This design comes from an exercise in tuning for small area, a short achievable clock period and few clock cycles on the open sky130 flow, not from production work.
Where RTL was checked, it was by simulation tests only, not by an equivalence proof against the original.
Power is estimated from default activity; no workload was simulated.

==> flow/design.v (excerpt) <==
module finder(clk,rst_n,wr,din,find,dfind,full,is,location);
	input clk;
	input rst_n;
	input wr;
	input [7:0] din;
	input find;
	input [7:0] dfind;
	output reg full;
	output reg is;
	output [5:0] location;
	reg [7:0] mem [0:62];
	reg [5:0] pointer;
	always @(posedge clk or negedge rst_n)
		if (!rst_n) begin
			pointer <= 6'd0;
			full <= 1'b0;
		end else if (wr) begin
			if (pointer != 6'd63) begin
				pointer <= pointer + 6'd1;
				full <= 1'b0;
			end else begin
				pointer <= 6'd0;
				full <= 1'b1;
			end
		end
	genvar i;
	generate
		for (i = 0; i < 63; i = i + 1) begin : g_mem
			wire we;
			and2 u_we (.a(wr), .b(pointer == i), .y(we));
			always @(posedge clk)
				if (we)
					mem[i] <= din;
		end
	endgenerate
	wire [5:0] p;
	wire [63:0] m;
	wire [63:0] h;
	generate
		for (i = 0; i < 63; i = i + 1) begin : g_cmp
			eq8 u_eq (.a(mem[i]), .b(dfind), .y(m[i]));
			assign h[i] = m[i] & (p <= i);
		end
	endgenerate
	assign m[63] = 1'b0;
	assign h[63] = 1'b0;
	function [5:0] first32(input [31:0] v);
		reg [4:0] idx;
		integer k;
		begin
			idx = 5'd0;
			for (k = 31; k >= 0; k = k - 1)
				if (v[k]) idx = k;
			first32 = {|v, idx};
		end
	endfunction
	wire [5:0] c_hl = first32(h[31:0]);
  ...
Settings: LEC_CHECK=0, CAP_MARGIN=20, CORE_MARGIN=2, CORE_UTILIZATION=40, CTS_BUF_LIST=sky130_fd_sc_hd__clkbuf_8, CTS_CLUSTER_DIAMETER=60, CTS_CLUSTER_SIZE=18, SETUP_SLACK_MARGIN=4.7, SLEW_MARGIN=20, SYNTH_HIERARCHICAL=1; clock period 8.0 ns.
run.sh (not shown) runs the stock make flow with config.mk's settings and CLKGATE_MAP_FILE= SYNTH_SCRIPT=/design/flow/synth_recipe.tcl, a recipe that flattens the netlist after the stock synthesis.
==> next run, changes <==
--- a/flow/config.mk
+++ b/flow/config.mk
@@ -13,3 +13,3 @@
 export CTS_CLUSTER_SIZE = 18
-export SETUP_SLACK_MARGIN = 4.7
+export SETUP_SLACK_MARGIN = 4.5
 export SLEW_MARGIN = 20
Effect:
- cell count drops by 1.2%
- routed wire length climbs by 0.37%
- synthesized cell count is unchanged
- global-route usage drops by 0.28 points
- flip-flop and latch count stays the same
- power drops by 2.1%
- core utilization drops by 1.8 points
- design area drops by 3.8%
- setup slack loses 0.12 ns
Function was not checked in any run of this note: the RTL went through the layout flow alone.

== build 92 ==
Another version of the RTL of finder (not shown whole).
Size: ~530 flip-flops, roughly 28 I/O pins, ~0.025 mm2 of cells after synthesis.
clock: 8.0 ns
lec_check: 0
cap_margin: 20
core_margin: 2
core_utilization: 40
cts_buf_list: sky130_fd_sc_hd__clkbuf_8
cts_cluster_diameter: 60
cts_cluster_size: 18
setup_slack_margin: 4.7
slew_margin: 20
synth_hierarchical: 1
The inputs of build 85 differ from those of build 92 as listed below.
- SETUP_SLACK_MARGIN now 4.5, was 4.7
[summary]
Re flip-flop and latch count: no difference whatsoever between build 92 and build 85. Between build 92 and build 85, the cell count went down. Comparing build 85 and build 92, the higher largest stage delay on the critical path was measured on build 92. Of build 85 and build 92, the run reporting the higher worst hold slack was build 92. Min wire length across build 85 and build 92: build 85. The average via count per standard cell was comparable across build 85 and build 92. Build 92 tops out at a higher clock frequency than build 85. Both conditions hold for build 85: the flow ran to the end and the final layout passed the timing, DRC and antenna checks. Build 85 vs. build 92: cell area went down by 0.0021 mm2. Build 85 ends up with a area added between synthesis and finish that is 8.5 points lower than in build 92. Compared with build 92, build 85 degrades final critical path time including I/O delays and setup.
Setup changes, build 85 to build 52
- SETUP_SLACK_MARGIN now 4.6, was 4.5
Findings:
Clock latency reported for the late side of the worst-skew pair: build 85 vs build 52 — no meaningful difference. The higher final instance area came out of build 52. Across build 85 and build 52, the outcome is the same: a clean finish for every run. Critical path's slowest cell = sky130_fd_sc_hd__or3_1: build 52; critical path's slowest cell = sky130_fd_sc_hd__a2111oi_2: build 85. Diff build 85 and build 52: number of clock buffers in the layout lower in build 52. Build 52 against build 85: post-placement setup slack went down, number of clock buffers inserted by TritonCTS increased about 2.4%, post-layout minimum cycle time shrank by 36 ps, routed wirelength normalized by instance count +1.4%. Looking at hold-critical path depth across build 85 and build 52, the one that comes out lower is build 85. Max freq build 85 -> build 52: improved.
No run of this note included a check of the RTL's function; only the layout flow was run.

finder, a different RTL version from the one above (not shown whole).
Size: roughly 530 flip-flops.
clock: 8.0 ns
lec_check: 0
cap_margin: 20
core_margin: 2
core_utilization: 65
cts_buf_list: sky130_fd_sc_hd__clkbuf_8
cts_cluster_diameter: 60
cts_cluster_size: 18
setup_slack_margin: 4.5
slew_margin: 20
Testbench counts at the start, summed over its fixed seeds: cycles 2,400.
Rerun with:
Settings changed: CORE_UTILIZATION 65 to 40, SETUP_SLACK_MARGIN 4.5 to 4.7.
Result: The changed run finished with timing, DRC and antenna clean; routed wire length went up by a few percent; sequential power stays flat; combinational power went up by a little under a tenth; register-to-register slack is better by 0.06 ns; clock-buffer cell count goes up by 2; final area is higher by a little under a tenth; via count hardly moves; total power rose by a few percent; maximum frequency increases by a few percent; worst setup slack improved by 0.092 ns; cell count grows by about a fifth.
Rerun with:
Settings changed: ABC_AREA from default to 1, SETUP_SLACK_MARGIN 4.7 to 4.5.
What happened: Design area fell by 0.44%. Synthesized area rose by 3.8%. Total power rose by 2.7%. Non-clock buffer count fell by 38.
Rerun with:
==> flow/flow/run.sh (new file) <==
#!/bin/bash
# Standard layout (standard synthesis and every standard step), with ORFS's
# power recovery enabled after global-route repair: it downsizes cells on
# paths that have slack to spare.
set -euo pipefail
bash standard.sh RECOVER_POWER=100 finish > flow_make.log 2>&1
==> flow/standard.sh (new file) <==
#!/bin/bash
# synth_recipe.tcl (not shown) runs the flow's synth.tcl, then flattens the netlist and writes it again
# the make line also repeats each setting of config.mk as NAME=value (left out here)
make -C /OpenROAD-flow-scripts/flow DESIGN_CONFIG=/design/flow/config.mk WORK_HOME=/design/flow/orfs CLKGATE_MAP_FILE= SYNTH_SCRIPT=/design/flow/synth_recipe.tcl "${@:-finish}"
Settings changed: ABC_AREA 1 to default.
removed: flow/run.sh
After rerunning: This time the run completed, yet does not pass: capacitance limit, slew limit. Sequential power barely changes. Synthesized area fell by 3.7%. Clock-buffer cell count rose by 3. Setup slack improved by 0.21 ns. Non-clock buffer count fell by 41. Routed wire length fell by 2.2%. Combinational power fell by 22%.

finder again, from the RTL that the note above started with.
Design finder, start of the top module:
module finder(clk,rst_n,wr,din,find,dfind,full,is,location);
export LEC_CHECK = 0
export CAP_MARGIN = 20
export CORE_MARGIN = 2
export CORE_UTILIZATION = 40
export CTS_BUF_LIST = sky130_fd_sc_hd__clkbuf_16
export CTS_CLUSTER_DIAMETER = 100
export CTS_CLUSTER_SIZE = 30
export SETUP_SLACK_MARGIN = 4.5
export SLEW_MARGIN = 20
create_clock -name core_clock -period 8.0 [get_ports {clk}]
Stock flow here: none of the scripts above is used.
The baseline completed with no timing, DRC or antenna violations.
Testbench counts at the start, summed over its fixed seeds: cycles 2,400.
Next try:
- ABC_CLOCK_PERIOD_IN_PS: not set -> 2500
- CTS_BUF_LIST: sky130_fd_sc_hd__clkbuf_16 -> sky130_fd_sc_hd__clkbuf_8
- CTS_CLUSTER_DIAMETER: 100 -> 60
- CTS_CLUSTER_SIZE: 30 -> 18
What happened: Non-clock buffer count shrinks by 11; worst setup slack gets better by 29 ps; synthesized cell count stays the same; final cell count grows slightly; cell area shrinks slightly.

run A:
finder again, from the RTL that the note above started with.
## finder
module finder(clk,rst_n,wr,din,find,dfind,full,is,location);
clock: 8.0 ns
lec_check: 0
cap_margin: 20
core_margin: 2
core_utilization: 40
cts_buf_list: sky130_fd_sc_hd__clkbuf_8
cts_cluster_diameter: 60
cts_cluster_size: 18
place_density: 0.75
setup_slack_margin: 4.5
slew_margin: 20
Testbench counts of run A, summed over its fixed seeds: cycles 2,400.
Modified inputs, run B compared to run A
Settings: CTS_CLUSTER_SIZE removed (was 18); CTS_CLUSTER_DIAMETER removed (was 60); CTS_BUF_LIST removed (was sky130_fd_sc_hd__clkbuf_8); PLACE_DENSITY removed (was 0.75).
--- outcome ---
From run A to run B, effective utilization at floorplan did not move at all. Total length of routed wires, run A and run B, lower one = run A. Cell at the slowest stage of the critical path = sky130_fd_sc_hd__a211oi_2: run B; cell at the slowest stage of the critical path = sky130_fd_sc_hd__clkdlybuf4s50_1: run A. Reported for run A and run B, hold-fix buffer count after cts turned out identical to the last digit. Compared to run A, run B has worst slack on hold paths 0.032 ns lower. Run A ended up with met4 as its highest metal layer used by the detailed router; run B ended up with met5.

finder, a different RTL version from the one above (not shown whole).
Size in the first run: about 530 flip-flops, roughly 28 I/O pins, roughly 25000 sq um of cells after synthesis.
==> flow/config.mk <==
export PLATFORM = sky130hd
export DESIGN_NAME = finder
export DESIGN_NICKNAME = finder
export VERILOG_FILES = /design/flow/design.v
export SDC_FILE = /design/flow/constraint.sdc
export NUM_CORES = 4
export LEC_CHECK = 0
export CAP_MARGIN = 20
export CORE_MARGIN = 2
export CORE_UTILIZATION = 30
export CTS_BUF_LIST = sky130_fd_sc_hd__clkbuf_8
export CTS_CLUSTER_DIAMETER = 60
export CTS_CLUSTER_SIZE = 18
export SETUP_SLACK_MARGIN = 4.65
export SLEW_MARGIN = 20
==> flow/constraint.sdc <==
create_clock -name core_clock -period 8.0 [get_ports {clk}]
set_input_delay 1.6000 -clock core_clock [delete_from_list [all_inputs] [get_ports {clk}]]
set_output_delay 1.6000 -clock core_clock [all_outputs]
set_load 0.01 [all_outputs]
The baseline went through all stages and came out clean.
Testbench counts at the start, summed over its fixed seeds: cycles 2,400.
==> next run, changes <==
Settings changed: CORE_UTILIZATION 30 to 40, SETUP_SLACK_MARGIN 4.65 to 4.6.
=> The new run produced a clean layout; via count is higher by 0.34%; clock-buffer cell count is lower by 2; fmax is lower by 2.1%; sequential share of layout area is higher by 0.48 points; synthesized cell count is unchanged; design area is lower by 0.84%; global-route usage is higher by 4.8 points; area after synthesis does not change.
==> next run, changes <==
Settings changed: SETUP_SLACK_MARGIN 4.6 to 4.8.
After rerunning:
- worst hold slack gains 24 ps
- core utilization is higher by 2.6 points
- worst setup slack loses 39 ps
- clock skew is about the same
==> next run, changes <==
Settings changed: CORE_UTILIZATION 40 to 25, SETUP_SLACK_MARGIN 4.8 to 4.65.
The changed run went through all stages and came out clean.
Clock power is lower by about 9%.
Cell area is lower by about 3.3%.
Worst setup slack is better by 49 ps.
Maximum frequency is higher by 1.4%.

port drivers added, routing unchanged:
The results above use ideal ports. As a check the final layouts listed here were re-extracted and re-timed, cells and wires unchanged. Step 1 sets driving cells, clkbuf_16 on the clock port and buf_2 on the other inputs (assumed; they add their load-dependent delay and slew). Step 2, shift: input delay + t, output delay - t, t = (earliest + latest rising clock arrival at the registers) / 2. This alone moves slack from input paths to output paths. Three values: ideal ports, drivers, drivers and shift; two values: the first two.
run	shift t [ns]	setup WS [ns]	hold slack, ns	clock arrival spread, ns
the first run of note 1	0.701	4.631 / 4.476 / 3.775	0.545 / 0.545 / 0.545	0.038 / 0.037
the second run of note 1	0.722	4.513 / 4.363 / 3.640	0.548 / 0.548 / 0.548	0.062 / 0.063
build 92	0.715	4.592 / 4.329 / 3.614	0.545 / 0.545 / 0.545	0.059 / 0.058
build 85	0.715	4.547 / 4.336 / 3.621	0.534 / 0.534 / 0.534	0.038 / 0.038
build 52	0.708	4.583 / 4.446 / 3.738	0.530 / 0.530 / 0.530	0.041 / 0.040
the first run of note 3	0.701	4.410 / 4.259 / 3.559	0.533 / 0.533 / 0.533	0.045 / 0.045
the second run of note 3	0.713	4.502 / 4.392 / 3.680	0.542 / 0.542 / 0.542	0.051 / 0.051
the third run of note 3	0.719	2.675 / 2.674 / 1.955	0.493 / 0.493 / 0.493	0.066 / 0.066
the fourth run of note 3	0.704	2.885 / 2.745 / 2.041	0.516 / 0.516 / 0.516	0.069 / 0.070
the first run of note 4	0.649	4.469 / 4.332 / 3.683	0.524 / 0.524 / 0.524	0.059 / 0.058
the second run of note 4	0.707	4.498 / 4.392 / 3.685	0.521 / 0.521 / 0.521	0.076 / 0.077
run A	0.699	4.427 / 4.260 / 3.561	0.544 / 0.544 / 0.544	0.056 / 0.056
run B	0.678	4.472 / 4.354 / 3.675	0.512 / 0.512 / 0.512	0.050 / 0.049
the first run of note 6	0.697	4.591 / 4.444 / 3.747	0.514 / 0.514 / 0.514	0.047 / 0.047
the second run of note 6	0.684	4.516 / 4.460 / 3.776	0.511 / 0.511 / 0.511	0.033 / 0.034
the third run of note 6	0.714	4.478 / 4.426 / 3.900	0.534 / 0.534 / 0.534	0.042 / 0.042
the fourth run of note 6	0.704	4.526 / 4.472 / 3.832	0.526 / 0.526 / 0.526	0.038 / 0.037
The setup slack of build 92, which loses most, moves by -0.263 ns with the drivers and by -0.978 ns with both steps.
